From an optimization exercise on the open Yosys and OpenROAD flow, aimed at small area and a short achievable clock period; shortcuts taken in it are not production practice.
At most, simulation tests tie the RTL to the original design; equivalence was not proved.
The RTL of run 4 was laid out without a check of its function.

## flow/flow/run.sh

```bash
#!/bin/bash
set -euo pipefail
export BUFFER_PORTS_ARGS="-buffer_cell sky130_fd_sc_hd__buf_1"
bash standard.sh > standard_flow.log 2>&1
```

## flow/standard.sh

```bash
#!/bin/bash
# synth_recipe.tcl (not shown) runs the flow's synth.tcl, then flattens the netlist and writes it again
# the make line also repeats each setting of config.mk as NAME=value (left out here)
make -C /OpenROAD-flow-scripts/flow DESIGN_CONFIG=/design/flow/config.mk WORK_HOME=/design/flow/orfs CLKGATE_MAP_FILE= SYNTH_SCRIPT=/design/flow/synth_recipe.tcl "${@:-finish}"
```

## flow/config.mk

```make
export PLATFORM = sky130hd
export DESIGN_NAME = top_module_d11
export DESIGN_NICKNAME = top_module_d11
export VERILOG_FILES = /design/flow/design.v
export SDC_FILE = /design/flow/constraint.sdc
export NUM_CORES = 4
export LEC_CHECK = 0
export CAP_MARGIN = 20
export CORE_MARGIN = 2
export CORE_UTILIZATION = 40
export CTS_CLUSTER_DIAMETER = 60
export CTS_CLUSTER_SIZE = 20
export SETUP_SLACK_MARGIN = 5
export SLEW_MARGIN = 20
```

## flow/constraint.sdc

```tcl
create_clock -name core_clock -period 10.0 [get_ports {i_clk}]
set_input_delay 2.0000 -clock core_clock [delete_from_list [all_inputs] [get_ports {i_clk}]]
set_output_delay 2.0000 -clock core_clock [all_outputs]
set_load 0.01 [all_outputs]
```

## flow/design.v

```verilog
module M0_Share1(
    i_in1,
    o_out1
);
input wire [0:15] i_in1;
output wire [0:15] o_out1;
assign o_out1[ 0] = i_in1[4] ^ i_in1[ 8] ^ i_in1[12];
assign o_out1[ 1] = i_in1[1] ^ i_in1[ 9] ^ i_in1[13];
assign o_out1[ 2] = i_in1[2] ^ i_in1[ 6] ^ i_in1[14];
assign o_out1[ 3] = i_in1[3] ^ i_in1[ 7] ^ i_in1[11];
assign o_out1[ 4] = i_in1[0] ^ i_in1[ 4] ^ i_in1[ 8];
assign o_out1[ 5] = i_in1[5] ^ i_in1[ 9] ^ i_in1[13];
assign o_out1[ 6] = i_in1[2] ^ i_in1[10] ^ i_in1[14];
assign o_out1[ 7] = i_in1[3] ^ i_in1[ 7] ^ i_in1[15];
assign o_out1[ 8] = i_in1[0] ^ i_in1[ 4] ^ i_in1[12];
assign o_out1[ 9] = i_in1[1] ^ i_in1[ 5] ^ i_in1[ 9];
assign o_out1[10] = i_in1[6] ^ i_in1[10] ^ i_in1[14];
assign o_out1[11] = i_in1[3] ^ i_in1[11] ^ i_in1[15];
assign o_out1[12] = i_in1[0] ^ i_in1[ 8] ^ i_in1[12];
assign o_out1[13] = i_in1[1] ^ i_in1[ 5] ^ i_in1[13];
assign o_out1[14] = i_in1[2] ^ i_in1[ 6] ^ i_in1[10];
assign o_out1[15] = i_in1[7] ^ i_in1[11] ^ i_in1[15];
endmodule
module M1_Share1(
    i_in1,
    o_out1
);
input wire [0:15] i_in1;
output wire [0:15] o_out1;
assign o_out1[ 0] = i_in1[0] ^ i_in1[ 4] ^ i_in1[ 8];
assign o_out1[ 1] = i_in1[5] ^ i_in1[ 9] ^ i_in1[13];
assign o_out1[ 2] = i_in1[2] ^ i_in1[10] ^ i_in1[14];
assign o_out1[ 3] = i_in1[3] ^ i_in1[ 7] ^ i_in1[15];
assign o_out1[ 4] = i_in1[0] ^ i_in1[ 4] ^ i_in1[12];
assign o_out1[ 5] = i_in1[1] ^ i_in1[ 5] ^ i_in1[ 9];
assign o_out1[ 6] = i_in1[6] ^ i_in1[10] ^ i_in1[14];
assign o_out1[ 7] = i_in1[3] ^ i_in1[11] ^ i_in1[15];
assign o_out1[ 8] = i_in1[0] ^ i_in1[ 8] ^ i_in1[12];
assign o_out1[ 9] = i_in1[1] ^ i_in1[ 5] ^ i_in1[13];
assign o_out1[10] = i_in1[2] ^ i_in1[ 6] ^ i_in1[10];
assign o_out1[11] = i_in1[7] ^ i_in1[11] ^ i_in1[15];
assign o_out1[12] = i_in1[4] ^ i_in1[ 8] ^ i_in1[12];
assign o_out1[13] = i_in1[1] ^ i_in1[ 9] ^ i_in1[13];
assign o_out1[14] = i_in1[2] ^ i_in1[ 6] ^ i_in1[14];
assign o_out1[15] = i_in1[3] ^ i_in1[ 7] ^ i_in1[11];
endmodule
module Mprime_cir(
    in,
    out
);
input wire [0:63] in;
output wire [0:63] out;
M0_Share1 m00_Share1(
    .i_in1 (in[0:15]),
    .o_out1 (out[0:15])
);
M1_Share1 m10_Share1(
    .i_in1 (in[16:31]),
    .o_out1 (out[16:31])
);
M1_Share1 m11_Share1(
    .i_in1 (in[32:47]),
    .o_out1 (out[32:47])
);
M0_Share1 m01_Share1(
    .i_in1 (in[48:63]),
    .o_out1 (out[48:63])
);
endmodule
module affine_2sh(
    in1,
    in2,
    out1,
    out2
);
parameter N=64;
input wire [N - 1 : 0] in1;
input wire [N - 1 : 0] in2;
output wire [N - 1 : 0] out1;
output wire [N - 1 : 0] out2;
genvar i;
generate
for (i=0; i<16; i= i + 1) begin : SHARE1
    affine_share1 sh1(
        .i_in1 (in1[3 + i * 4  : i * 4]),
        .o_out1 (out1[3 + i * 4  : i * 4])
    );
end
endgenerate
generate
for (i=0; i<16; i= i + 1) begin : SHARE2
    affine_share2 sh2(
        .i_in2 (in2[3 + i * 4  : i * 4]),
        .o_out2 (out2[3 + i * 4  : i * 4])
    );
end
endgenerate
endmodule
module affine_share1 (
    i_in1,
    o_out1
);        
    input wire [0:3] i_in1;
    output wire [0:3] o_out1;
    wire x1, w1, v1, u1;
    assign x1 = i_in1[0];
    assign w1 = i_in1[1];
    assign v1 = i_in1[2];
    assign u1 = i_in1[3];
    assign o_out1[3] = 1 ^ v1 ;
    assign o_out1[2] = u1 ^ v1 ^ w1 ;
    assign o_out1[1] = 1 ^ x1 ;
    assign o_out1[0] = w1 ;
endmodule
module affine_share2 (
    i_in2,
    o_out2
);         
    input wire [0:3] i_in2;
    output wire [0:3] o_out2;
    wire x2, w2, v2, u2;
    assign x2 = i_in2[0];
    assign w2 = i_in2[1];
    assign v2 = i_in2[2];
    assign u2 = i_in2[3];
    assign o_out2[3] = v2 ;
    assign o_out2[2] = u2 ^ v2 ^ w2 ;
    assign o_out2[1] = x2 ;
    assign o_out2[0] = w2 ;
endmodule
module inv_sr_2sh(
    in1,
    in2,
    out1,
    out2
);
    parameter N = 64;
    input wire [N - 1 : 0] in1;
    input wire [N - 1 : 0] in2;
    output wire [N - 1 : 0] out1;
    output wire [N - 1 : 0] out2;
    inv_sr_cir sh1(
        .in   (in1),
        .out (out1)
    );
    inv_sr_cir sh2(
        .in   (in2),
        .out (out2)
    );
endmodule
module inv_sr_cir(
    in,
    out
);
input wire [0 : 63] in;
output wire [0 : 63] out;
genvar  i;
generate
  for  ( i  =  0 ;  i  <  16 ;  i  =  i + 1 )
    begin  :  mix
       assign  out[((20*i) % 64):((20*i) % 64) + 3] = in[i*4 : i*4 + 3];
    end
endgenerate
endmodule
module mprime_cir_2sh(
    in1,
    in2,
    out1,
    out2
);
    parameter N = 64;
    input wire [N - 1 : 0] in1;
    input wire [N - 1 : 0] in2;
    output wire [N - 1 : 0] out1;
    output wire [N - 1 : 0] out2;
    Mprime_cir sh1(
        .in   (in1),
        .out (out1)
    );
    Mprime_cir sh2(
        .in   (in2),
        .out (out2)
    );
endmodule
module mux_cir(
    sel,
    a,
    b,
    out
);
parameter N = 64;
input wire sel;
input wire [N - 1 : 0] a;
input wire [N - 1 : 0] b;
output wire [N - 1 : 0] out;
assign out = sel? a : b;
endmodule
module mux_cir_2sh(
    sel,
    a1,
    a2,
    b1,
    b2,
    out1,
    out2
);
    parameter N = 64;
    input wire sel;
    input wire [N - 1 : 0] a1;
    input wire [N - 1 : 0] a2;
    input wire [N - 1 : 0] b1;
    input wire [N - 1 : 0] b2;
    output wire [N - 1 : 0] out1;
    output wire [N - 1 : 0] out2;
    mux_cir sh1(
        .sel (sel),
        .a   (a1),
        .b   (b1),
        .out (out1)
    );
    mux_cir sh2(
        .sel (sel),
        .a   (a2),
        .b   (b2),
        .out (out2)
    );
endmodule
module out_key_share_flip(
    in_key,
    out_key
);
input wire [63 : 0] in_key;
output wire [63 : 0] out_key;
assign out_key = {in_key[0], in_key[63 : 2], in_key[1] ^ in_key[63]};
endmodule
module s (
  in1,
  in2,
  out1,
  out2,
  out3,
  out4
);
    input wire [3:0] in1;
    input wire [3:0] in2;
    output wire [7:0] out1;
    output wire [7:0] out2;
    output wire [7:0] out3;
    output wire [7:0] out4;
    s_bit1 sb1_inst (
      .in1 (in1),
      .in2 (in2),
      .out (out1)
    );
    s_bit2 sb2_inst (
      .in1 (in1),
      .in2 (in2),
      .out (out2)
    );
    s_bit3 sb3_inst (
      .in1 (in1),
      .in2 (in2),
      .out (out3)
    );
    s_bit4 sb4_inst (
      .in1 (in1),
      .in2 (in2),
      .out (out4)
    );
endmodule
module s_bit1 (
  in1,
  in2,
  out
);
    input wire [3:0] in1;
    input wire [3:0] in2;
    output wire [7:0] out;
    wire x1, y1, z1, w1;
    wire x2, y2, z2, w2;
    assign x1 = in1[3];
    assign x2 = in2[3];
    assign y1 = in1[2];
    assign y2 = in2[2];
    assign z1 = in1[1];
    assign z2 = in2[1];
    assign w1 = in1[0];
    assign w2 = in2[0];
    s_bit1_sh1 s_bit11_inst (
      .w1 (w1),
      .z1 (z1),
      .y1 (y1),
      .x1 (x1),
      .out1 (out[0])
    );
    s_bit1_sh2 s_bit12_inst (
      .w2 (w2),
      .z2 (z2),
      .y1 (y1),
      .x1 (x1),
      .out2 (out[1])
    );
    s_bit1_sh3 s_bit13_inst (
      .y2 (y2),
      .z1 (z1),
      .w2 (w2),
      .x1 (x1),
      .out3 (out[2])
    );
    s_bit1_sh4 s_bit14_inst (
      .y2 (y2),
      .w1 (w1),
      .z2 (z2),
      .out4 (out[3])
    );
    s_bit1_sh5 s_bit15_inst (
      .x2 (x2),
      .w2 (w2),
      .y1 (y1),
      .z1 (z1),
      .out5 (out[4])
    );
    s_bit1_sh6 s_bit16_inst (
      .x2 (x2),
      .w1 (w1),
      .y1 (y1),
      .z2 (z2),
      .out6 (out[5])
    );
    s_bit1_sh7 s_bit17_inst (
      .x2 (x2),
      .y2 (y2),
      .w1 (w1),
      .z1 (z1),
      .out7 (out[6])
    );
    s_bit1_sh8 s_bit18_inst (
      .y2 (y2),
      .w2 (w2),
      .z2 (z2),
      .out8 (out[7])
    );
endmodule
module s_bit1_sh1 (
  w1,
  z1,
  y1,
  x1,
  out1
);
    input wire w1;
    input wire z1;
    input wire y1;
    input wire x1;
    output wire out1;
    assign out1 = 1'b1 ^ y1 ^ x1 ^ z1 & w1 ^ y1 & z1 ^ x1 & w1 ^ x1 & y1 ^ y1 & z1 & w1 ;
endmodule
module s_bit1_sh2 (
  w2,
  z2,
  y1,
  x1,
  out2
);
    input wire w2;
    input wire z2;
    input wire y1;
    input wire x1;
    output wire out2;
    assign out2 = z2 & w2 ^ y1 & z2 ^ x1 & w2 ^ y1 & z2 & w2 ;
endmodule
module s_bit1_sh3 (
  y2,
  z1,
  w2,
  x1,
  out3
);
    input wire y2;
    input wire z1;
    input wire w2;
    input wire x1;
    output wire out3;
    assign out3 = y2 ^ z1 & w2 ^ y2 & z1 ^ x1 & y2 ^ y2 & z1 & w2 ;
endmodule
module s_bit1_sh4 (
  y2,
  w1,
  z2,
  out4
);
    input wire y2;
    input wire w1;
    input wire z2;
    output wire out4;
    assign out4 = z2 & w1 ^ y2 & z2 ^ y2 & z2 & w1 ;
endmodule
module s_bit1_sh5 (
  x2,
  w2,
  y1,
  z1,
  out5
);
    input wire x2;
    input wire w2;
    input wire y1;
    input wire z1;
    output wire out5;
    assign out5 = x2 ^ x2 & w2 ^ x2 & y1 ^ y1 & z1 & w2 ;
endmodule
module s_bit1_sh6 (
  x2,
  w1,
  y1,
  z2,
  out6
);
    input wire x2;
    input wire w1;
    input wire y1;
    input wire z2;
    output wire out6;
    assign out6 = x2 & w1 ^ y1 & z2 & w1 ;
endmodule
module s_bit1_sh7 (
  x2,
  y2,
  w1,
  z1,
  out7
);
    input wire x2;
    input wire y2;
    input wire w1;
    input wire z1;
    output wire out7;
    assign out7 = x2 & y2 ^ y2 & z1 & w1 ;
endmodule
module s_bit1_sh8 (
  y2,
  w2,
  z2,
  out8
);
    input wire y2;
    input wire w2;
    input wire z2;
    output wire out8;
    assign out8 = y2 & z2 & w2 ;
endmodule
module s_bit2 (
  in1,
  in2,
  out
);
    input wire [3:0] in1;
    input wire [3:0] in2;
    output wire [7:0] out;
    wire x1, y1, z1, w1;
    wire x2, y2, z2, w2;
    assign x1 = in1[3];
    assign x2 = in2[3];
    assign y1 = in1[2];
    assign y2 = in2[2];
    assign z1 = in1[1];
    assign z2 = in2[1];
    assign w1 = in1[0];
    assign w2 = in2[0];
    s_bit2_sh1 s_bit21_inst (
      .w1 (w1),
      .z1 (z1),
      .y1 (y1),
      .x1 (x1),
      .out1 (out[0])
    );
    s_bit2_sh2 s_bit22_inst (
      .w2 (w2),
      .y1 (y1),
      .z2 (z2),
      .x1 (x1),
      .out2 (out[1])
    );
    s_bit2_sh3 s_bit23_inst (
      .y2 (y2),
      .w2 (w2),
      .z1 (z1),
      .x1 (x1),
      .out3 (out[2])
    );
    s_bit2_sh4 s_bit24_inst (
      .y2 (y2),
      .w1 (w1),
      .z2 (z2),
      .x1 (x1),
      .out4 (out[3])
    );
    s_bit2_sh5 s_bit25_inst (
      .x2 (x2),
      .z1 (z1),
      .y1 (y1),
      .w2 (w2),
      .out5 (out[4])
    );
    s_bit2_sh6 s_bit26_inst (
      .x2 (x2),
      .w1 (w1),
      .z2 (z2),
      .y1 (y1),
      .out6 (out[5])
    );
    s_bit2_sh7 s_bit27_inst (
      .x2 (x2),
      .y2 (y2),
      .w1 (w1),
      .z1 (z1),
      .out7 (out[6])
    );
    s_bit2_sh8 s_bit28_inst (
      .x2 (x2),
      .y2 (y2),
      .w2 (w2),
      .z2 (z2),
      .out8 (out[7])
    );
endmodule
module s_bit2_sh1 (
  w1,
  z1,
  y1,
  x1,
  out1
);
    input wire w1;
    input wire z1;
    input wire y1;
    input wire x1;
    output wire out1;
    assign out1 = 1'b1 ^ y1 & w1 ^ y1 & z1 ^ x1 & z1 ^ y1 & z1 & w1 ^ x1 & y1 & z1 ;
endmodule
module s_bit2_sh2 (
  w2,
  y1,
  z2,
  x1,
  out2
);
    input wire w2;
    input wire y1;
    input wire z2;
    input wire x1;
    output wire out2;
    assign out2 = y1 & w2 ^ y1 & z2 ^ x1 & z2 ^ y1 & z2 & w2 ^ x1 & y1 & z2 ;
endmodule
module s_bit2_sh3 (
  y2,
  w2,
  z1,
  x1,
  out3
);
    input wire y2;
    input wire w2;
    input wire z1;
    input wire x1;
    output wire out3;
    assign out3 = y2 & w2 ^ y2 & z1 ^ y2 & z1 & w2 ^ x1 & y2 & z1 ;
endmodule
module s_bit2_sh4 (
  y2,
  w1,
  z2,
  x1,
  out4
);
    input wire y2;
    input wire w1;
    input wire z2;
    input wire x1;
    output wire out4;
    assign out4 = y2 & w1 ^ y2 & z2 ^ y2 & z2 & w1 ^ x1 & y2 & z2 ;
endmodule
module s_bit2_sh5 (
  x2,
  z1,
  y1,
  w2,
  out5
);
    input wire x2;
    input wire z1;
    input wire y1;
    input wire w2;
    output wire out5;
    assign out5 = x2 & z1 ^ y1 & z1 & w2 ^ x2 & y1 & z1 ;
endmodule
module s_bit2_sh6 (
  x2,
  w1,
  z2,
  y1,
  out6
);
    input wire x2;
    input wire w1;
    input wire z2;
    input wire y1;
    output wire out6;
    assign out6 = x2 & z2 ^ y1 & z2 & w1 ^ x2 & y1 & z2 ;
endmodule
module s_bit2_sh7 (
  x2,
  y2,
  w1,
  z1,
  out7
);
    input wire x2;
    input wire y2;
    input wire w1;
    input wire z1;
    output wire out7;
    assign out7 = y2 & z1 & w1 ^ x2 & y2 & z1 ;
endmodule
module s_bit2_sh8 (
  x2,
  y2,
  w2,
  z2,
  out8
);
    input wire x2;
    input wire y2;
    input wire w2;
    input wire z2;
    output wire out8;
    assign out8 = y2 & z2 & w2 ^ x2 & y2 & z2 ;
endmodule
module s_bit3 (
  in1,
  in2,
  out
);
    input wire [3:0] in1;
    input wire [3:0] in2;
    output wire [7:0] out;
    wire x1, y1, z1, w1;
    wire x2, y2, z2, w2;
    assign x1 = in1[3];
    assign x2 = in2[3];
    assign y1 = in1[2];
    assign y2 = in2[2];
    assign z1 = in1[1];
    assign z2 = in2[1];
    assign w1 = in1[0];
    assign w2 = in2[0];
    s_bit3_sh1 s_bit31_inst (
      .w1 (w1),
      .z1 (z1),
      .y1 (y1),
      .x1 (x1),
      .out1 (out[0])
    );
    s_bit3_sh2 s_bit32_inst (
      .w2 (w2),
      .z2 (z2),
      .y1 (y1),
      .x1 (x1),
      .out2 (out[1])
    );
    s_bit3_sh3 s_bit33_inst (
      .y2 (y2),
      .z1 (z1),
      .w2 (w2),
      .x1 (x1),
      .out3 (out[2])
    );
    s_bit3_sh4 s_bit34_inst (
      .y2 (y2),
      .w1 (w1),
      .z2 (z2),
      .x1 (x1),
      .out4 (out[3])
    );
    s_bit3_sh5 s_bit35_inst (
      .x2 (x2),
      .w2 (w2),
      .z1 (z1),
      .y1 (y1),
      .out5 (out[4])
    );
    s_bit3_sh6 s_bit36_inst (
      .x2 (x2),
      .w1 (w1),
      .z2 (z2),
      .y1 (y1),
      .out6 (out[5])
    );
    s_bit3_sh7 s_bit37_inst (
      .x2 (x2),
      .y2 (y2),
      .w1 (w1),
      .z1 (z1),
      .out7 (out[6])
    );
    s_bit3_sh8 s_bit38_inst (
      .x2 (x2),
      .y2 (y2),
      .w2 (w2),
      .z2 (z2),
      .out8 (out[7])
    );
endmodule
module s_bit3_sh1 (
  w1,
  z1,
  y1,
  x1,
  out1
);
    input wire w1;
    input wire z1;
    input wire y1;
    input wire x1;
    output wire out1;
    assign out1 = w1 ^ x1 ^ z1 & w1 ^ x1 & w1 ^ x1 & z1 ^ x1 & z1 & w1 ^ x1 & y1 & z1 ;
endmodule
module s_bit3_sh2 (
  w2,
  z2,
  y1,
  x1,
  out2
);
    input wire w2;
    input wire z2;
    input wire y1;
    input wire x1;
    output wire out2;
    assign out2 = w2 ^ z2 & w2 ^ x1 & w2 ^ x1 & z2 ^ x1 & z2 & w2 ^ x1 & y1 & z2 ;
endmodule
module s_bit3_sh3 (
  y2,
  z1,
  w2,
  x1,
  out3
);
    input wire y2;
    input wire z1;
    input wire w2;
    input wire x1;
    output wire out3;
    assign out3 = z1 & w2 ^ x1 & z1 & w2 ^ x1 & y2 & z1 ;
endmodule
module s_bit3_sh4 (
  y2,
  w1,
  z2,
  x1,
  out4
);
    input wire y2;
    input wire w1;
    input wire z2;
    input wire x1;
    output wire out4;
    assign out4 = z2 & w1 ^ x1 & z2 & w1 ^ x1 & y2 & z2 ;
endmodule
module s_bit3_sh5 (
  x2,
  w2,
  z1,
  y1,
  out5
);
    input wire x2;
    input wire w2;
    input wire z1;
    input wire y1;
    output wire out5;
    assign out5 = x2 ^ x2 & w2 ^ x2 & z1 ^ x2 & z1 & w2 ^ x2 & y1 & z1 ;
endmodule
module s_bit3_sh6 (
  x2,
  w1,
  z2,
  y1,
  out6
);
    input wire x2;
    input wire w1;
    input wire z2;
    input wire y1;
    output wire out6;
    assign out6 = x2 & w1 ^ x2 & z2 ^ x2 & z2 & w1 ^ x2 & y1 & z2 ;
endmodule
module s_bit3_sh7 (
  x2,
  y2,
  w1,
  z1,
  out7
);
    input wire x2;
    input wire y2;
    input wire w1;
    input wire z1;
    output wire out7;
    assign out7 = x2 & z1 & w1 ^ x2 & y2 & z1 ;
endmodule
module s_bit3_sh8 (
  x2,
  y2,
  w2,
  z2,
  out8
);
    input wire x2;
    input wire y2;
    input wire w2;
    input wire z2;
    output wire out8;
    assign out8 = x2 & z2 & w2 ^ x2 & y2 & z2 ;
endmodule
module s_bit4 (
  in1,
  in2,
  out
);
    input wire [3:0] in1;
    input wire [3:0] in2;
    output wire [7:0] out;
    wire x1, y1, z1, w1;
    wire x2, y2, z2, w2;
    assign x1 = in1[3];
    assign x2 = in2[3];
    assign y1 = in1[2];
    assign y2 = in2[2];
    assign z1 = in1[1];
    assign z2 = in2[1];
    assign w1 = in1[0];
    assign w2 = in2[0];
    s_bit4_sh1 s_bit41_inst (
      .w1 (w1),
      .z1 (z1),
      .y1 (y1),
      .x1 (x1),
      .out1 (out[0])
    );
    s_bit4_sh2 s_bit42_inst (
      .w2 (w2),
      .z2 (z2),
      .y1 (y1),
      .x1 (x1),
      .out2 (out[1])
    );
    s_bit4_sh3 s_bit43_inst (
      .y2 (y2),
      .z1 (z1),
      .w2 (w2),
      .x1 (x1),
      .out3 (out[2])
    );
    s_bit4_sh4 s_bit44_inst (
      .y2 (y2),
      .w1 (w1),
      .z2 (z2),
      .x1 (x1),
      .out4 (out[3])
    );
    s_bit4_sh5 s_bit45_inst (
      .x2 (x2),
      .z1 (z1),
      .y1 (y1),
      .w2 (w2),
      .out5 (out[4])
    );
    s_bit4_sh6 s_bit46_inst (
      .x2 (x2),
      .w1 (w1),
      .y1 (y1),
      .z2 (z2),
      .out6 (out[5])
    );
    s_bit4_sh7 s_bit47_inst (
      .x2 (x2),
      .y2 (y2),
      .w1 (w1),
      .z1 (z1),
      .out7 (out[6])
    );
    s_bit4_sh8 s_bit48_inst (
      .x2 (x2),
      .y2 (y2),
      .w2 (w2),
      .z2 (z2),
      .out8 (out[7])
    );
endmodule
module s_bit4_sh1 (
  w1,
  z1,
  y1,
  x1,
  out1
);
    input wire w1;
    input wire z1;
    input wire y1;
    input wire x1;
    output wire out1;
    assign out1 = 1'b1 ^ z1 ^ x1 ^ y1 & z1 ^ x1 & y1 ^ y1 & z1 & w1 ^ x1 & z1 & w1 ^ x1 & y1 & w1 ;
endmodule
module s_bit4_sh2 (
  w2,
  z2,
  y1,
  x1,
  out2
);
    input wire w2;
    input wire z2;
    input wire y1;
    input wire x1;
    output wire out2;
    assign out2 = z2 ^ y1 & z2 ^ y1 & z2 & w2 ^ x1 & z2 & w2 ^ x1 & y1 & w2 ;
endmodule
module s_bit4_sh3 (
  y2,
  z1,
  w2,
  x1,
  out3
);
    input wire y2;
    input wire z1;
    input wire w2;
    input wire x1;
    output wire out3;
    assign out3 = y2 & z1 ^ x1 & y2 ^ y2 & z1 & w2 ^ x1 & z1 & w2 ^ x1 & y2 & w2 ;
endmodule
module s_bit4_sh4 (
  y2,
  w1,
  z2,
  x1,
  out4
);
    input wire y2;
    input wire w1;
    input wire z2;
    input wire x1;
    output wire out4;
    assign out4 = y2 & z2 ^ y2 & z2 & w1 ^ x1 & z2 & w1 ^ x1 & y2 & w1 ;
endmodule
module s_bit4_sh5 (
  x2,
  z1,
  y1,
  w2,
  out5
);
    input wire x2;
    input wire z1;
    input wire y1;
    input wire w2;
    output wire out5;
    assign out5 = x2 ^ x2 & y1 ^ y1 & z1 & w2 ^ x2 & z1 & w2 ^ x2 & y1 & w2 ;
endmodule
module s_bit4_sh6 (
  x2,
  w1,
  y1,
  z2,
  out6
);
    input wire x2;
    input wire w1;
    input wire y1;
    input wire z2;
    output wire out6;
    assign out6 = y1 & z2 & w1 ^ x2 & z2 & w1 ^ x2 & y1 & w1 ;
endmodule
module s_bit4_sh7 (
  x2,
  y2,
  w1,
  z1,
  out7
);
    input wire x2;
    input wire y2;
    input wire w1;
    input wire z1;
    output wire out7;
    assign out7 = x2 & y2 ^ y2 & z1 & w1 ^ x2 & z1 & w1 ^ x2 & y2 & w1 ;
endmodule
module s_bit4_sh8 (
  x2,
  y2,
  w2,
  z2,
  out8
);
    input wire x2;
    input wire y2;
    input wire w2;
    input wire z2;
    output wire out8;
    assign out8 = y2 & z2 & w2 ^ x2 & z2 & w2 ^ x2 & y2 & w2 ;
endmodule
module sbox_rmsk (
    in1,
    in2,
    in3,
    in4,
    in_rand,
    out1,
    out2,
    out3,
    out4
);
input wire [7 : 0] in1;
input wire [7 : 0] in2;
input wire [7 : 0] in3;
input wire [7 : 0] in4;
input wire [11 : 0] in_rand;
output wire [7 : 0] out1;
output wire [7 : 0] out2;
output wire [7 : 0] out3;
output wire [7 : 0] out4;
wire [2 : 0] r1;
wire [2 : 0] r2;
wire [2 : 0] r3;
wire [2 : 0] r4;
wire [2 : 0] r1_inv;
wire [2 : 0] r2_inv;
wire [2 : 0] r3_inv;
wire [2 : 0] r4_inv;
assign r1 = in_rand[2 : 0];
assign r2 = in_rand[5 : 3];
assign r3 = in_rand[8 : 6];
assign r4 = in_rand[11 : 9];
assign r1_inv = {r1[0],r1[1],r1[2]};
assign r2_inv = {r2[0],r2[1],r2[2]};
assign r3_inv = {r3[0],r3[1],r3[2]};
assign r4_inv = {r4[0],r4[1],r4[2]};
  assign out1 = {in1[7], in1[6:4] ^ r1, in1[3:1] ^ r1_inv, in1[0]};
  assign out2 = {in2[7], in2[6:4] ^ r2, in2[3:1] ^ r2_inv, in2[0]};
  assign out3 = {in3[7], in3[6:4] ^ r3, in3[3:1] ^ r3_inv, in3[0]};
  assign out4 = {in4[7], in4[6:4] ^ r4, in4[3:1] ^ r4_inv, in4[0]};
endmodule
module share_reg(
    i_clk,
    i_d,
    o_q
);
input wire i_clk;
input wire i_d;
output wire o_q;
reg state;
always @(posedge i_clk )
begin
        state <= i_d;
end
assign o_q = state;
endmodule
module sr_2sh(
    in1,
    in2,
    out1,
    out2
);
    parameter N = 64;
    input wire [N - 1 : 0] in1;
    input wire [N - 1 : 0] in2;
    output wire [N - 1 : 0] out1;
    output wire [N - 1 : 0] out2;
    sr_cir sh1(
        .in   (in1),
        .out (out1)
    );
    sr_cir sh2(
        .in   (in2),
        .out (out2)
    );
endmodule
module sr_cir(
    in,
    out
);
input wire [0 : 63] in;
output wire [0 : 63] out;
genvar  i;
generate
  for  ( i  =  0 ;  i  <  16 ;  i  =  i + 1 )
    begin  :  mix
       assign  out[((52*i) % 64):((52*i) % 64) + 3] = in[i*4 : i*4 + 3];
    end
endgenerate
endmodule
module xor_cir(
    a,
    b,
    out
);
parameter N = 64;
input wire [N - 1 : 0] a;
input wire [N - 1 : 0] b;
output wire [N - 1 : 0] out;
assign out = a ^ b;
endmodule
module xor_cir4(
    in1,
    in2,
    in3,
    in4,
    out
);
parameter N = 1;
input wire [N - 1 : 0] in1;
input wire [N - 1 : 0] in2;
input wire [N - 1 : 0] in3;
input wire [N - 1 : 0] in4;
output wire [N - 1 : 0] out;
  assign out = in1 ^ in2 ^ in3 ^ in4;
endmodule
module xor_cir_2sh(
    a1,
    a2,
    b1,
    b2,
    out1,
    out2
);
    parameter N = 64;
    input wire [N - 1 : 0] a1;
    input wire [N - 1 : 0] a2;
    input wire [N - 1 : 0] b1;
    input wire [N - 1 : 0] b2;
    output wire [N - 1 : 0] out1;
    output wire [N - 1 : 0] out2;
    xor_cir sh1(
        .a   (a1),
        .b   (b1),
        .out (out1)
    );
    xor_cir sh2(
        .a   (a2),
        .b   (b2),
        .out (out2)
    );
endmodule
module top_module_d11(
    i_clk,
    i_reset,
    i_start,
    i_load,
    i_enc_dec,
    i_pt1,
    i_pt2,
    i_key1,
    i_key2,
    i_r,
    o_ct1,
    o_ct2,
    o_done
);
input  i_start;
input  i_clk;
input  i_reset;
input  i_enc_dec;
input  i_load;
input  [191 : 0] i_r;
input  [63 : 0] i_pt1;
input  [63 : 0] i_pt2;
input  [127 : 0] i_key1;
input  [127 : 0] i_key2;
output wire [63 : 0] o_ct1;
output wire [63 : 0] o_ct2;
output wire o_done;
localparam [63:0] ALPHA = 64'hc0ac29b7c97c50dd;
reg        idle;
reg        halt;
reg        done_reg;
reg  [4:0] cnt;
reg        m_fw;     
reg        m_bw;     
reg        enc_dec_reg;
wire load_now = idle & i_load;
always @(posedge i_clk or posedge i_reset)
begin
    if (i_reset == 1'b1) begin
        idle     <= 1'b1;
        halt     <= 1'b0;
        done_reg <= 1'b0;
        cnt      <= 5'd0;
        m_fw     <= 1'b1;
        m_bw     <= 1'b0;
    end else begin
        done_reg <= 1'b0;
        if (idle) begin
            if (!i_load && i_start) begin
                idle <= 1'b0;
                cnt  <= 5'd1;
                m_fw <= 1'b1;
                m_bw <= 1'b0;
            end
        end else if (halt) begin
            if (!i_start) begin
                halt <= 1'b0;
                idle <= 1'b1;
            end
        end else begin
            cnt  <= cnt + 5'd1;
            m_fw <= (cnt < 5'd11);
            m_bw <= (cnt >= 5'd13);
            if (cnt == 5'd23) begin
                halt     <= 1'b1;
                done_reg <= 1'b1;
            end
        end
    end
end
always @(posedge i_clk)
begin
    if (load_now)
        enc_dec_reg <= i_enc_dec;
end
assign o_done = done_reg;
reg [63:0] rc;
always @(*) begin
    case ({enc_dec_reg, cnt[4:1]})
        5'h01: rc = 64'h13198a2e03707344;
        5'h02: rc = 64'ha4093822299f31d0;
        5'h03: rc = 64'h082efa98ec4e6c89;
        5'h04: rc = 64'h452821e638d01377;
        5'h05: rc = 64'hbe5466cf34e90c6c;
        5'h07: rc = 64'h7ef84f78fd955cb1;
        5'h08: rc = 64'h85840851f1ac43aa;
        5'h09: rc = 64'hc882d32f25323c54;
        5'h0a: rc = 64'h64a51195e0e3610d;
        5'h0b: rc = 64'hd3b5a399ca0c2399;
        5'h11: rc = 64'hd3b5a399ca0c2399;
        5'h12: rc = 64'h64a51195e0e3610d;
        5'h13: rc = 64'hc882d32f25323c54;
        5'h14: rc = 64'h85840851f1ac43aa;
        5'h15: rc = 64'h7ef84f78fd955cb1;
        5'h17: rc = 64'hbe5466cf34e90c6c;
        5'h18: rc = 64'h452821e638d01377;
        5'h19: rc = 64'h082efa98ec4e6c89;
        5'h1a: rc = 64'ha4093822299f31d0;
        5'h1b: rc = 64'h13198a2e03707344;
        default: rc = 64'h0;
    endcase
end
reg  [63:0] k1_1, k1_2;
reg  [63:0] kw_1, kw_2;
wire [63:0] ik0f_1, ik0f_2;
out_key_share_flip in_ok1(.in_key(i_key1[127:64]), .out_key(ik0f_1));
out_key_share_flip in_ok2(.in_key(i_key2[127:64]), .out_key(ik0f_2));
wire [63:0] k0in_1  = i_enc_dec ? ik0f_1 : i_key1[127:64];
wire [63:0] k0in_2  = i_enc_dec ? ik0f_2 : i_key2[127:64];
wire [63:0] k0out_1 = i_enc_dec ? i_key1[127:64] : ik0f_1;
wire [63:0] k0out_2 = i_enc_dec ? i_key2[127:64] : ik0f_2;
always @(posedge i_clk)
begin
    if (load_now) begin
        k1_1 <= i_key1[63:0];
        k1_2 <= i_key2[63:0];
        kw_1 <= k0out_1 ^ i_key1[63:0] ^ (i_enc_dec ? 64'h0 : ALPHA);
        kw_2 <= k0out_2 ^ i_key2[63:0];
    end
end
reg  [63:0] st1, st2;
reg  [31:0] sreg [15:0];
wire [63:0] comp1, comp2;
genvar i;
generate
for (i = 0; i < 16; i = i + 1) begin : SB
    wire [7:0] so1, so2, so3, so4;
    wire [7:0] rm1, rm2, rm3, rm4;
    s sbox(
        .in1 (st1[4*i + 3 : 4*i]),
        .in2 (st2[4*i + 3 : 4*i]),
        .out1(so1),
        .out2(so2),
        .out3(so3),
        .out4(so4)
    );
    sbox_rmsk rmsk(
        .in1 (so1),
        .in2 (so2),
        .in3 (so3),
        .in4 (so4),
        .in_rand (i_r[11 + 12*i : 12*i]),
        .out1(rm1),
        .out2(rm2),
        .out3(rm3),
        .out4(rm4)
    );
    always @(posedge i_clk)
        sreg[i] <= {rm4, rm3, rm2, rm1};
    assign comp1[4*i + 0] = ^sreg[i][ 3: 0];
    assign comp2[4*i + 0] = ^sreg[i][ 7: 4];
    assign comp1[4*i + 1] = ^sreg[i][11: 8];
    assign comp2[4*i + 1] = ^sreg[i][15:12];
    assign comp1[4*i + 2] = ^sreg[i][19:16];
    assign comp2[4*i + 2] = ^sreg[i][23:20];
    assign comp1[4*i + 3] = ^sreg[i][27:24];
    assign comp2[4*i + 3] = ^sreg[i][31:28];
end
endgenerate
wire [63:0] rk1 = k1_1 ^ rc;
wire [63:0] rk2 = k1_2;
wire [63:0] oa1, oa2;
affine_2sh outaff(.in1(comp1), .in2(comp2), .out1(oa1), .out2(oa2));
wire [63:0] bk1, bk2;
inv_sr_2sh invsr(.in1(oa1 ^ rk1), .in2(oa2 ^ rk2), .out1(bk1), .out2(bk2));
wire [63:0] z1 = m_bw ? bk1 : comp1;
wire [63:0] z2 = m_bw ? bk2 : comp2;
wire [63:0] w1, w2;
mprime_cir_2sh mprime(.in1(z1), .in2(z2), .out1(w1), .out2(w2));
wire [63:0] ws1, ws2;
sr_2sh srows(.in1(w1), .in2(w2), .out1(ws1), .out2(ws2));
wire [63:0] wa1, wa2;
affine_2sh inaff(.in1(w1), .in2(w2), .out1(wa1), .out2(wa2));
wire [63:0] rv1 = m_fw ? (ws1 ^ rk1) : wa1;
wire [63:0] rv2 = m_fw ? (ws2 ^ rk2) : wa2;
wire [63:0] x0_1 = i_pt1 ^ k0in_1 ^ i_key1[63:0] ^ (i_enc_dec ? ALPHA : 64'h0);
wire [63:0] x0_2 = i_pt2 ^ k0in_2 ^ i_key2[63:0];
always @(posedge i_clk)
begin
    if (idle) begin
        if (i_load) begin
            st1 <= x0_1;
            st2 <= x0_2;
        end
    end else begin
        st1 <= rv1;
        st2 <= rv2;
    end
end
assign o_ct1 = oa1 ^ kw_1;
assign o_ct2 = oa2 ^ kw_2;
endmodule
```

==> flow_summary.ini, run 1 <==
[run]
max_cap_violations = 0

[cells_and_area]
areaGrowthSynthToFinish_pct = 13.8
drive_above_1_share_pct = 6.10
fin_util_pct = 45.8
regMostFlops = sreg
largest_reg_flops = 512
nNetsFinal = 7307
multiInputGateArea_mm2 = 0.0366
layoutNonFillerInstCount = 8801
fill_cells = 14700
register_area_mm2 = 0.0221

[synth]
synth_edf_count = 385
ys_top_cells_by_area = xnor2_1 21%, edfxtp_1 19%, dfxtp_1 17%
ys_warn_count = 2
syn-num-nets = 6792
syn_inst = 6165
synth_area_mm2 = 0.0602
synth-seq-area-share_pct = 36.7
async_flop_share_pct = 1.10
yosysMostFrequentCell = xnor2_1
synth_top_area_share_pct = 20.9
synth_cell_type_count = 106
yosys-top-cells-count = 1436 x xnor2_1, 553 x xor2_1, 512 x dfxtp_1
synth_ff_type = dfxtp_1
ys_ff_latch = 907
synth.avg_cell_area_um2 = 9.76
synth_top_cell_by_area = xnor2_1

[global_routing]
grt_use_total_pct = 32.0
grt_pass1_wl_um = 345000
grt_pass1_vias = 45000
grt_start_max_net_pins = 112
antenna_found_initial = 39
grt_overflow = 0

[setup_path]
reg2reg_from = cnt[2]$_DFFE_PP0P_
endpoint_kind = output pin
crit_start = sreg[5][13]$_DFF_P_
crit_path_start_kind = flop
critPathRequiredTime_ps = 8000
crit_fanout = 3
cp_data_arrival_time_ps = 3080
worstSetupPathType = flop to output pin

[floorplanning]
die_w_um = 392
dieArea_mm2 = 0.154
fp.coreArea_mm2 = 0.150
rows = 142
floorplan.io_pins = 710
initial_core_util_pct = 40.2
die_y_um = 392

[sta]
tightestPinTransition_ps = 1220
fin_ws_ps = 4920
relSlewSlack_pct = 18.4
period_share_pct = 50.8
fmax_mhz = 197
setup_viol = 0
drv_slew = 0
rsz0062_at_grt = true
post-route-min-period_ps = 5080
hold_violations = 0
fin_tns_setup_ps = 0
clock_skew_ps = 41.7

[worst_hold_path]
worstHoldStart = halt$_DFFE_PP0N_
hp-class = flop to flop

[clock_network]
clk_latency_ps = 780
cts_buffers = 103
clk_path_buf_depth = 3
path_clk_slew_ps = 70
h-tree-depth = 3
cts_tree = done
clkSinkCount = 907
cts_hold_buf = 0
cts-root-buf = clkbuf_16

[route]
routed_wl_um = 254000
num_vias = 48800
drc = 0
drt-pass1-iter-count = 6
wl_per_cell_um = 28.9
routed_via_density = 5.55
final_antenna_net_count = 0
dr.first_iter.drc_count = 5968

[place]
hpwl_um = 203000
dpl_worst_slack_ps = 4870
gp_congestion = 1.01
dp_cells = 8587
port_buffers = 709

[outcome]
status = no timing/DRC/antenna violations
[cell usage in the layout, fill, tap and decap left out, types with 89 or more instances in the layout]
| cell | instances |
|---|---|
| buf_1 | 708 |
| nor2_1 | 297 |
| clkbuf_16 | 103 |
| inv_1 | 89 |
| dfxtp_1 | 512 |
| mux2i_1 | 167 |
| edfxtp_1 | 385 |
| o21ai_0 | 374 |
| nor2b_1 | 170 |
| nand2_1 | 428 |
| xnor3_1 | 121 |
| xnor2_1 | 1401 |
| a21oi_1 | 505 |
| xor2_1 | 552 |
[worst paths after layout]
kind                                 endpoint  depth (start not counted)  slack [ps]
min in group asynchronous  done_reg$_DFF_PP0_                          2        1250
min                        cnt[1]$_DFFE_PP0P_                          1         560
max                                 o_ct2[21]                          5        4920
max reg2reg                 st1[13]$_DFFE_PP_                         11        5140
min reg2reg                cnt[1]$_DFFE_PP0P_                          1         560
max in group asynchronous    m_bw$_DFFE_PP0P_                          2        8360
[kinds of logic after synthesis]
logic type | share of synthesized area (%)
compound gates | 11.2
xor+xnor | 34.8
fa+ha+maj | 1.16
buf+inv | 3.14
flops | 36.7
mux | 3.51
simple gates | 9.54
[through the flow]
step	hold slack [ps]	cell area, um^2
floorplan	486	60200
global placement	558	64500
detailed placement	555	64500
CTS	560	68400
global route	579	68500
finish	561	68500
[layout make-up]
type                       instances  share of cell area, %
tap                             2016                   3.68
antenna                           15                 0.0548
inverter                          92                  0.510
sequential                       907                   32.2
clock buffer                     118                   3.99
clock inverter                    77                   1.30
multi-input combinational       4792                   53.5
timing repair buffer             784                   4.75
[repair_timing]
| action | 4_1_cts | 5_1_grt |
|---|---|---|
| gates cloned | 0 | 0 |
| setup buffers | 2 | 2 |
| pin swaps | 1 | 2 |
| gates resized for setup | 26 | 5 |
| endpoints found under the setup margin | 18 | 6 |
[critical path, cell delays in order (launching register included)]
cell     delay [ps]
dfxtp_1         410
xnor2_4         180
xnor2_1         510
xor3_1          480
xnor2_1         480
buf_1           220
[layer usage]
layer,vias up,GRT usage [%],wire length (um)
met5,-,0,164
met4,26,14.4,12600
met3,490,7.33,26700
met2,2768,49.4,113000
met1,23700,42.6,102000
li1,21800,-,-
==> inputs of run 2 (changes only) <==
==> flow/flow/run.sh (replaced) <==
#!/bin/bash
set -euo pipefail
export BUFFER_PORTS_ARGS="-buffer_cell sky130_fd_sc_hd__buf_1"
bash standard.sh SETUP_SLACK_MARGIN=6 MATCH_CELL_FOOTPRINT=0 finish > standard_flow.log 2>&1
--- a/flow/config.mk
+++ b/flow/config.mk
@@ -9,6 +9,3 @@
 export CORE_MARGIN = 2
 export CORE_UTILIZATION = 40
-export CTS_CLUSTER_DIAMETER = 60
-export CTS_CLUSTER_SIZE = 20
-export SETUP_SLACK_MARGIN = 5
 export SLEW_MARGIN = 20
==> flow_summary.ini, run 2 <==
[outcome]
status = no timing/DRC/antenna violations

[global_routing]
grt_use_total_pct = 32.8
grt_pass1_vias = 47300
grt_pass1_wl_um = 354000
grt_start_max_net_pins = 103
grt_overflow = 0
antenna_found_initial = 32

[sta]
fin_ws_ps = 5380
setup_viol = 0
drv_slew = 0
tightestPinTransition_ps = 1150
clock_skew_ps = 46.8
rsz0062_at_grt = true
fmax_mhz = 217
hold_violations = 0
period_share_pct = 46.2
relSlewSlack_pct = 23.0
post-route-min-period_ps = 4620
fin_tns_setup_ps = 0
hold_slack_ps = 564

[route]
routed_wl_um = 260000
drt-pass1-iter-count = 6
num_vias = 50400
routed_via_density = 5.50
drc = 0
wl_per_cell_um = 28.3
final_antenna_net_count = 0
dr.first_iter.drc_count = 6040

[synth]
synth_edf_count = 385
syn-num-nets = 6792
synth_area_mm2 = 0.0602
synth_ff_type = dfxtp_1
yosys-top-cells-count = 1436 x xnor2_1, 553 x xor2_1, 512 x dfxtp_1
yosysMostFrequentCell = xnor2_1
synth_cell_type_count = 106
syn_inst = 6165
synth_top_cell_by_area = xnor2_1
synth-seq-area-share_pct = 36.7
synth_top_area_share_pct = 20.9
ys_top_cells_by_area = xnor2_1 21%, edfxtp_1 19%, dfxtp_1 17%
synth.avg_cell_area_um2 = 9.76
async_flop_share_pct = 1.10
ys_warn_count = 2
ys_ff_latch = 907

[cells_and_area]
final_cell_mix = 1067 x xnor2_1, 595 x buf_1, 504 x a21oi_1
nNetsFinal = 7671
final_common_cell = xnor2_1
areaGrowthSynthToFinish_pct = 29.4
regMostFlops = sreg
postLayoutCellArea_mm2 = 0.0779
largest_reg_flops = 512
fin_util_pct = 52.1
drive_above_1_share_pct = 21.2

[place]
dpl_worst_slack_ps = 5100
dpl_cell_area_mm2 = 0.0645
hpwl_um = 201000
gp_congestion = 1.00
port_buffers = 709

[floorplanning]
die_y_um = 392
fp.coreArea_mm2 = 0.150
dieArea_mm2 = 0.154
initial_core_util_pct = 40.2
rows = 142
floorplan.io_pins = 710
die_w_um = 392

[setup_path]
path_cells = xor2_1 > xnor2_1 > buf_4 > xor3_2 > xnor2_4 > buf_2
crit_fanout = 2
path_buf_inv = 2
cp_top_family = XOR/XNOR gates
crit_slowest_cell = xor3_2
slowest_delay_ps = 550
critPathRequiredTime_ps = 8000
cp_data_arrival_time_ps = 2620
worstSetupPathType = flop to output pin
endpoint_kind = output pin
crit_path_start_kind = flop

[worst_hold_path]
hp-class = flop to flop

[clock_network]
cts_tree = done
cts-root-buf = clkbuf_16
path_clk_slew_ps = 60
clk_latency_ps = 780
clk_path_buf_depth = 3
clkSinkCount = 907
cts_hold_buf = 0
h-tree-depth = 3
cts_buffers = 107

[run]
max_cap_violations = 0
[run 2: cell counts after synthesis]
No cell type changed its count.
[run 2: through the flow]
step           instances
6_report            9166
5_1_grt             9160
4_1_cts             9055
3_5_place_dp        8597
3_3_place_gp        8596
2_1_floorplan       6165
[run 2: path summary, 6_finish.rpt]
| path | start | cells after the start | slack, ps | endpoint |
|---|---|---|---|---|
| min | halt$_DFFE_PP0N_ | 1 | 560 | cnt[1]$_DFFE_PP0P_ |
| max in group asynchronous | i_reset | 2 | 8330 | m_bw$_DFFE_PP0P_ |
| max | sreg[5][7]$_DFF_P_ | 6 | 5380 | o_ct2[21] |
| min in group asynchronous | i_reset | 2 | 1260 | done_reg$_DFF_PP0_ |
| min reg2reg | halt$_DFFE_PP0N_ | 1 | 560 | cnt[1]$_DFFE_PP0P_ |
| max reg2reg | m_bw$_DFFE_PP0P_ | 7 | 5950 | st2[41]$_DFFE_PP_ |
[run 2: cell families after synthesis]
kind of cell / Yosys count / synth area share, %
flops: 907 / 36.7
mux: 204 / 3.51
simple gates: 1214 / 9.54
buf+inv: 466 / 3.14
xor+xnor: 2149 / 34.8
fa+ha+maj: 58 / 1.16
compound gates: 1167 / 11.2
[run 2: cell type report]
type                            instances  area [um^2]
Sequential cell                       907        22400
Clock buffer                          141         3010
Timing Repair Buffer                 1144         7060
Clock inverter                         62          653
Multi-Input combinational cell       4792        41900
Tap cell                             2016         2520
Inverter                               92          359
Antenna cell                           12         30.0
Fill cell                           13500        71700
[run 2: metal layers]
layer | track usage [%] | share of wire, % | vias up
met2 | 50.7 | 44 | 2821
met1 | 43.5 | 39 | 24600
met4 | 16.0 | 5.9 | 32
met5 | 0 | 0.083 | -
met3 | 7.00 | 10 | 524
li1 | - | - | 22500
[run 2: timing repair]
action,CTS,global route
gates resized for setup,987,289
endpoints found under the setup margin,200,140
setup buffers,255,99
pin swaps,275,192
==> inputs of run 3 (changes only) <==
==> flow/run.sh (new file) <==
#!/bin/bash
# synth_recipe.tcl (not shown) runs the flow's synth.tcl, then flattens the netlist and writes it again
# the make line also repeats each setting of config.mk as NAME=value (left out here)
make -C /OpenROAD-flow-scripts/flow DESIGN_CONFIG=/design/flow/config.mk WORK_HOME=/design/flow/orfs CLKGATE_MAP_FILE= SYNTH_SCRIPT=/design/flow/synth_recipe.tcl finish
removed: flow/flow/run.sh
removed: flow/standard.sh
==> flow_summary.ini, run 3 <==
[sta]
fin_tns_setup_ps = 0
clock_skew_ps = 45.5
relSlewSlack_pct = 16.8
fmax_mhz = 173
tightestPinTransition_ps = 1250
rsz0062_at_grt = false
drv_slew = 0
period_share_pct = 57.9
setup_viol = 0
post-route-min-period_ps = 5790
hold_violations = 0

[floorplanning]
rows = 142
fp.coreArea_mm2 = 0.150
initial_core_util_pct = 40.2
die_w_um = 392
die_y_um = 392
floorplan.io_pins = 710
dieArea_mm2 = 0.154

[global_routing]
grt_overflow = 0
top_usage_layer = met2
grt_pass1_vias = 45500
use_met2_pct = 50.3
grt_use_met3_pct = 6.95
grt_pass1_wl_um = 347000
use_met1_pct = 43.3
grt_use_total_pct = 32.3
antenna_found_initial = 36
grt_start_max_net_pins = 156

[synth]
synth_ff_type = dfxtp_1
syn-num-nets = 6792
synth_top_area_share_pct = 20.9
synth_top_family_by_area = XOR/XNOR gates
yosysMostFrequentCell = xnor2_1
yosys-top-cells-count = 1436 x xnor2_1, 553 x xor2_1, 512 x dfxtp_1
syn_inst = 6165
synth_edf_count = 385
synth_xor_area_share_pct = 34.8
synth_adder_area_share_pct = 1.16
synth-seq-area-share_pct = 36.7
synth_cell_type_count = 106
ys_ff_latch = 907
synth_top_cell_by_area = xnor2_1
synth_area_mm2 = 0.0602
yosys.area_share.simple_pct = 9.54
synth.avg_cell_area_um2 = 9.76
muxShareOfSynthArea_pct = 3.51
synth_compound_area_share_pct = 11.2
async_flop_share_pct = 1.10
ys_warn_count = 2
ys_top_cells_by_area = xnor2_1 21%, edfxtp_1 19%, dfxtp_1 17%

[setup_path]
reg2reg_slack_ps = 5240
critPathRequiredTime_ps = 8000
endpoint_kind = output pin
r2r_cells = 9
crit_fanout = 4
cp_data_arrival_time_ps = 3790
worstSetupPathType = flop to output pin
crit_path_start_kind = flop

[clock_network]
cts_buffers = 106
post-cts-setup-buffers = 0
cts_tree = done
cts-root-buf = clkbuf_16
path_clk_slew_ps = 60
h-tree-depth = 3
post_cts_resized = 0
clkSinkCount = 907
clk_latency_ps = 780
clk_path_buf_depth = 3
cts_hold_buf = 0

[route]
wl_per_cell_um = 29.0
routed_wl_um = 255000
drt-pass1-iter-count = 6
final_antenna_net_count = 0
routed_via_density = 5.48
drc = 0
num_vias = 48300
dr.first_iter.drc_count = 5648

[outcome]
status = no timing/DRC/antenna violations

[worst_hold_path]
holdPathStages = 1
hp-class = flop to flop

[cells_and_area]
nNetsFinal = 7309
drive_above_1_share_pct = 5.49
postLayoutCellArea_mm2 = 0.0725
final_common_cell = xnor2_1
final_cell_mix = 1418 x xnor2_1, 708 x clkdlybuf4s50_1, 553 x xor2_1
regMostFlops = sreg
areaGrowthSynthToFinish_pct = 20.5
largest_reg_flops = 512

[run]
max_cap_violations = 0

[place]
gp_congestion = 0.993
dpl_cell_area_mm2 = 0.0690
port_buffers = 709
hpwl_um = 204000
## run 3: cell counts after synthesis
No cell type changed its count.
## run 3: layout make-up
| class | instances | area, um^2 |
|---|---|---|
| Inverter | 92 | 349 |
| Clock inverter | 39 | 292 |
| Antenna cell | 21 | 52.6 |
| Timing Repair Buffer | 783 | 7680 |
| Clock buffer | 162 | 3180 |
| Fill cell | 14000 | 77100 |
| Sequential cell | 907 | 22100 |
| Tap cell | 2016 | 2520 |
| Multi-Input combinational cell | 4792 | 36400 |
## run 3: stage by stage
step           util, %  setup WS, ps  hold slack, ps  std cells
2_1_floorplan        -          1580             486       6165
5_1_grt           48.5          4220             603       8802
3_3_place_gp      46.1          4940             541       8590
4_1_cts           48.5          4200             566       8791
6_report          48.5          4210             560       8812
3_5_place_dp      46.1          5040             561       8590
## run 3: final timing paths
kind | from | endpoint
min in group asynchronous | i_reset | done_reg$_DFF_PP0_
worst min register to register | halt$_DFFE_PP0N_ | cnt[1]$_DFFE_PP0P_
max in group asynchronous | i_reset | m_bw$_DFFE_PP0P_
worst max-delay path | sreg[9][21]$_DFF_P_ | o_ct2[37]
worst max register to register | sreg[5][23]$_DFF_P_ | st2[49]$_DFFE_PP_
worst min-delay path | halt$_DFFE_PP0N_ | cnt[1]$_DFFE_PP0P_
## run 3: worst max-delay path: stages, from the launching register on
cell	delay, ps
dfxtp_1	310
xnor2_1	180
xnor2_1	950
xnor3_1	610
xor2_1	340
clkdlybuf4s50_1	620
## run 3: kinds of logic after synthesis
group | count (synthesis)
XOR/XNOR | 2149
adder cells (fa/ha/maj) | 58
buffers and inverters | 466
flip-flops | 907
multiplexers | 204
AND/OR/NAND/NOR | 1214
AO/OA/AOI/OAI | 1167
## run 3: metal layers
layer	vias up	part of all wire (%)
met5	-	0.025
met4	10	4.5
met3	450	9.6
met2	2439	45
met1	23600	41
li1	21800	-
==> inputs of run 4 (changes only) <==
--- a/flow/design.v
+++ b/flow/design.v
@@ -1185,9 +1185,11 @@
 reg        halt;
 reg        done_reg;
-reg  [4:0] cnt;
+reg  [4:0] cnt;      
 reg        m_fw;     
 reg        m_bw;     
 reg        enc_dec_reg;
-wire load_now = idle & i_load;
+wire load_now  = idle & i_load;
+wire start_now = idle & ~i_load & i_start;
+wire last      = ~idle & ~halt & (cnt == 5'd23);
 always @(posedge i_clk or posedge i_reset)
 begin
@@ -1196,30 +1198,26 @@
         halt     <= 1'b0;
         done_reg <= 1'b0;
-        cnt      <= 5'd0;
-        m_fw     <= 1'b1;
-        m_bw     <= 1'b0;
     end else begin
-        done_reg <= 1'b0;
-        if (idle) begin
-            if (!i_load && i_start) begin
-                idle <= 1'b0;
-                cnt  <= 5'd1;
-                m_fw <= 1'b1;
-                m_bw <= 1'b0;
-            end
-        end else if (halt) begin
-            if (!i_start) begin
-                halt <= 1'b0;
-                idle <= 1'b1;
-            end
-        end else begin
-            cnt  <= cnt + 5'd1;
-            m_fw <= (cnt < 5'd11);
-            m_bw <= (cnt >= 5'd13);
-            if (cnt == 5'd23) begin
-                halt     <= 1'b1;
-                done_reg <= 1'b1;
-            end
-        end
+        done_reg <= last;
+        if (start_now)
+            idle <= 1'b0;
+        else if (halt && !i_start)
+            idle <= 1'b1;
+        if (last)
+            halt <= 1'b1;
+        else if (!i_start)
+            halt <= 1'b0;
+    end
+end
+always @(posedge i_clk)
+begin
+    if (idle) begin
+        cnt  <= 5'd1;
+        m_fw <= 1'b1;
+        m_bw <= 1'b0;
+    end else begin
+        cnt  <= cnt + 5'd1;
+        m_fw <= (cnt < 5'd11);
+        m_bw <= (cnt >= 5'd13);
     end
 end
@@ -1230,27 +1228,27 @@
 end
 assign o_done = done_reg;
+reg  [3:0] ridx;
+reg  [3:0] ridx_next;
+always @(*) begin
+    if (cnt < 5'd11)
+        ridx_next = {1'b0, cnt[4:1]} + 4'd3;
+    else
+        ridx_next = {1'b0, cnt[4:1]} + 4'd2;
+end
+always @(posedge i_clk)
+    ridx <= ridx_next ^ {4{enc_dec_reg}};
 reg [63:0] rc;
 always @(*) begin
-    case ({enc_dec_reg, cnt[4:1]})
-        5'h01: rc = 64'h13198a2e03707344;
-        5'h02: rc = 64'ha4093822299f31d0;
-        5'h03: rc = 64'h082efa98ec4e6c89;
-        5'h04: rc = 64'h452821e638d01377;
-        5'h05: rc = 64'hbe5466cf34e90c6c;
-        5'h07: rc = 64'h7ef84f78fd955cb1;
-        5'h08: rc = 64'h85840851f1ac43aa;
-        5'h09: rc = 64'hc882d32f25323c54;
-        5'h0a: rc = 64'h64a51195e0e3610d;
-        5'h0b: rc = 64'hd3b5a399ca0c2399;
-        5'h11: rc = 64'hd3b5a399ca0c2399;
-        5'h12: rc = 64'h64a51195e0e3610d;
-        5'h13: rc = 64'hc882d32f25323c54;
-        5'h14: rc = 64'h85840851f1ac43aa;
-        5'h15: rc = 64'h7ef84f78fd955cb1;
-        5'h17: rc = 64'hbe5466cf34e90c6c;
-        5'h18: rc = 64'h452821e638d01377;
-        5'h19: rc = 64'h082efa98ec4e6c89;
-        5'h1a: rc = 64'ha4093822299f31d0;
-        5'h1b: rc = 64'h13198a2e03707344;
+    case (ridx)
+        4'd3:  rc = 64'h13198a2e03707344;
+        4'd4:  rc = 64'ha4093822299f31d0;
+        4'd5:  rc = 64'h082efa98ec4e6c89;
+        4'd6:  rc = 64'h452821e638d01377;
+        4'd7:  rc = 64'hbe5466cf34e90c6c;
+        4'd8:  rc = 64'h7ef84f78fd955cb1;
+        4'd9:  rc = 64'h85840851f1ac43aa;
+        4'd10: rc = 64'hc882d32f25323c54;
+        4'd11: rc = 64'h64a51195e0e3610d;
+        4'd12: rc = 64'hd3b5a399ca0c2399;
         default: rc = 64'h0;
     endcase
==> flow/flow/run.sh (new file) <==
#!/bin/bash
set -euo pipefail
export BUFFER_PORTS_ARGS="-buffer_cell sky130_fd_sc_hd__buf_1"
bash standard.sh > standard_flow.log 2>&1
==> flow/standard.sh (new file) <==
#!/bin/bash
# synth_recipe.tcl (not shown) runs the flow's synth.tcl, then flattens the netlist and writes it again
# the make line also repeats each setting of config.mk as NAME=value (left out here)
make -C /OpenROAD-flow-scripts/flow DESIGN_CONFIG=/design/flow/config.mk WORK_HOME=/design/flow/orfs CLKGATE_MAP_FILE= SYNTH_SCRIPT=/design/flow/synth_recipe.tcl "${@:-finish}"
--- a/flow/config.mk
+++ b/flow/config.mk
@@ -8,4 +8,5 @@
 export CAP_MARGIN = 20
 export CORE_MARGIN = 2
-export CORE_UTILIZATION = 40
+export CORE_UTILIZATION = 55
+export SETUP_SLACK_MARGIN = 5
 export SLEW_MARGIN = 20
removed: flow/run.sh
==> flow_summary.ini, run 4 <==
[setup_path]
crit_path_start_kind = flop
crit_fanout = 4
critPathRequiredTime_ps = 8000
endpoint_kind = output pin
worstSetupPathType = flop to output pin
cp_data_arrival_time_ps = 3030
r2r_cells = 7

[clock_network]
clk_latency_ps = 710
cts-root-buf = clkbuf_16
cts_buffers = 107
post-cts-setup-buffers = 0
cts_hold_buf = 0
cts_tree = done
h-tree-depth = 3
clk_path_buf_depth = 3
clkSinkCount = 946
path_clk_slew_ps = 60

[global_routing]
grt_pass1_wl_um = 311000
grt_use_total_pct = 38.8
grt_start_max_net_pins = 160
grt_pass1_vias = 43700
grt_overflow = 0
antenna_found_initial = 43

[sta]
hold_slack_ps = 475
rsz0062_at_grt = false
setup_viol = 0
clock_skew_ps = 23.1
fmax_mhz = 199
period_share_pct = 50.3
fin_ws_ps = 4970
fin_tns_setup_ps = 0
relSlewSlack_pct = 12.3
drv_slew = 0
hold_violations = 0
tightestPinTransition_ps = 1310
post-route-min-period_ps = 5030

[outcome]
status = no timing/DRC/antenna violations

[route]
wl_met3_um = 23500
wl_met2_um = 99400
drc = 0
wl_per_cell_um = 27.4
drt-pass1-iter-count = 6
num_vias = 47300
final_antenna_net_count = 0
dr.first_iter.drc_count = 5900
routed_wl_um = 225000
routed_via_density = 5.75
route.top_layer_used = met5
wl_met1_um = 90200

[place]
dpl_cell_area_mm2 = 0.0640
hpwl_um = 177000
gp_congestion = 0.982
dpl_worst_slack_ps = 5360
port_buffers = 709

[synth]
synth_top_area_share_pct = 22.4
async_flop_share_pct = 0.317
synth-seq-area-share_pct = 37.8
ys_ff_latch = 946
synth_top_cell_by_area = xnor2_1
synth_area_mm2 = 0.0604
synth_edf_count = 385
synth_ff_type = dfxtp_1
yosys-top-cells-count = 1545 x xnor2_1, 586 x xor2_1, 558 x dfxtp_1
syn_inst = 6171
yosysMostFrequentCell = xnor2_1
synth.avg_cell_area_um2 = 9.79
syn-num-nets = 6802
synth_cell_type_count = 67
ys_top_cells_by_area = xnor2_1 22%, edfxtp_1 19%, dfxtp_1 18%
ys_warn_count = 2

[cells_and_area]
final_common_cell = xnor2_1
drive_above_1_share_pct = 4.99
regMostFlops = sreg
largest_reg_flops = 512
final_cell_mix = 1530 x xnor2_1, 708 x buf_1, 586 x xor2_1
fin_util_pct = 62.1
nNetsFinal = 7319
areaGrowthSynthToFinish_pct = 11.9
postLayoutCellArea_mm2 = 0.0676

[floorplanning]
die_w_um = 335
floorplan.io_pins = 710
dieArea_mm2 = 0.112
rows = 121
die_y_um = 335
initial_core_util_pct = 55.5
fp.coreArea_mm2 = 0.109

[worst_hold_path]
hp-class = flop to flop
holdPathStages = 1

[run]
max_cap_violations = 0
-- run 4: cell count changes in the layout (fill, tap and decap cells not counted), sizes merged, moves of 34 or more --
cell           delta
clkdlybuf4s50   -708
nand2            +46
xnor3            -35
xnor2           +133
dfxtp            +46
nor2b            -34
xor2             +46
buf             +683
-- run 4: per-layer routing --
layer	vias up	global-route usage [%]
li1	21600	-
met1	22600	52.6
met2	2703	59.7
met3	433	7.37
met4	16	18.5
met5	-	0
-- run 4: kinds of logic after synthesis --
logic type               after synthesis  synth area share (%)
multiplexers                         198                  3.43
flip-flops                           946                  37.8
AND/OR/NAND/NOR                     1128                  8.41
AO/OA/AOI/OAI                       1094                  9.87
buffers and inverters                450                  2.86
XOR/XNOR                            2290                  36.4
adder cells (fa/ha/maj)               65                  1.28
-- run 4: final cells by class --
class                      instances  area, um^2
timing repair buffer             759        3080
fill                            9435       41300
tap                             1414        1770
clock inverter                    41         368
antenna                           24        60.1
clock buffer                     160        3130
inverter                          99         374
sequential                       946       22800
multi-input combinational       4775       36000
-- run 4: stage by stage --
stage	instances
6_report	8218
3_3_place_gp	7993
5_1_grt	8208
4_1_cts	8194
2_1_floorplan	6171
3_5_place_dp	7993
-- run 4: critical path: stages, from the launching register on --
cell and delay, ps:
dfxtp_1 310, xnor2_1 190, xnor2_2 670, xnor2_1 250
xnor2_1 660, buf_1 240
-- run 4: worst paths after layout --
kind,start,to,slack (ps)
setup / recovery,sreg[7][19]$_DFF_P_,o_ct1[29],4970
hold / removal,cnt[0]$_SDFF_PP1_,cnt[0]$_SDFF_PP1_,480
setup reg to reg,m_bw$_SDFF_PP0_,st2[57]$_DFFE_PN_,5730
hold reg to reg,cnt[0]$_SDFF_PP1_,cnt[0]$_SDFF_PP1_,480
max in group asynchronous,i_reset,idle$_DFFE_PP1P_,8620
min in group asynchronous,i_reset,done_reg$_DFF_PP0_,1150
-- run 4: timing repair --
| action | 4_1_cts | 5_1_grt |
|---|---|---|
| endpoints found under the setup margin | 2 | 4 |
| hold endpoints to repair | 0 | 0 |
| resized for setup | 2 | 4 |

==> re-timing with driven ports <==
Ports are ideal in the flow. The routed layouts listed here were re-timed in OpenROAD.
Step 1 sets driving cells, clkbuf_16 on the clock port and buf_2 on the other inputs (assumed; they add their load-dependent delay and slew).
Step 2 times the ports against the registers' clock, not the clock port: input delays grow and output delays shrink by t, the midpoint of the rising clock arrivals with the driver on.
a / b / c = ideal ports / drivers / drivers and shift; a / b = the first two.
run	t (ns)	slack for setup (ns)	clock arrival spread, ns	pins driven straight from the clock port
run 1	0.844	4.923 / 4.837 / 4.766	0.048 / 0.048	1
run 2	0.841	5.382 / 5.297 / 5.198	0.048 / 0.047	1
run 3	0.839	4.208 / 4.123 / 4.962	0.046 / 0.046	1
run 4	0.786	4.969 / 4.885 / 5.342	0.025 / 0.025	1
After both steps every run listed still meets setup and hold. For run 2, which loses most, drivers alone change the setup slack by -0.085 ns; drivers and shift together by -0.184 ns.
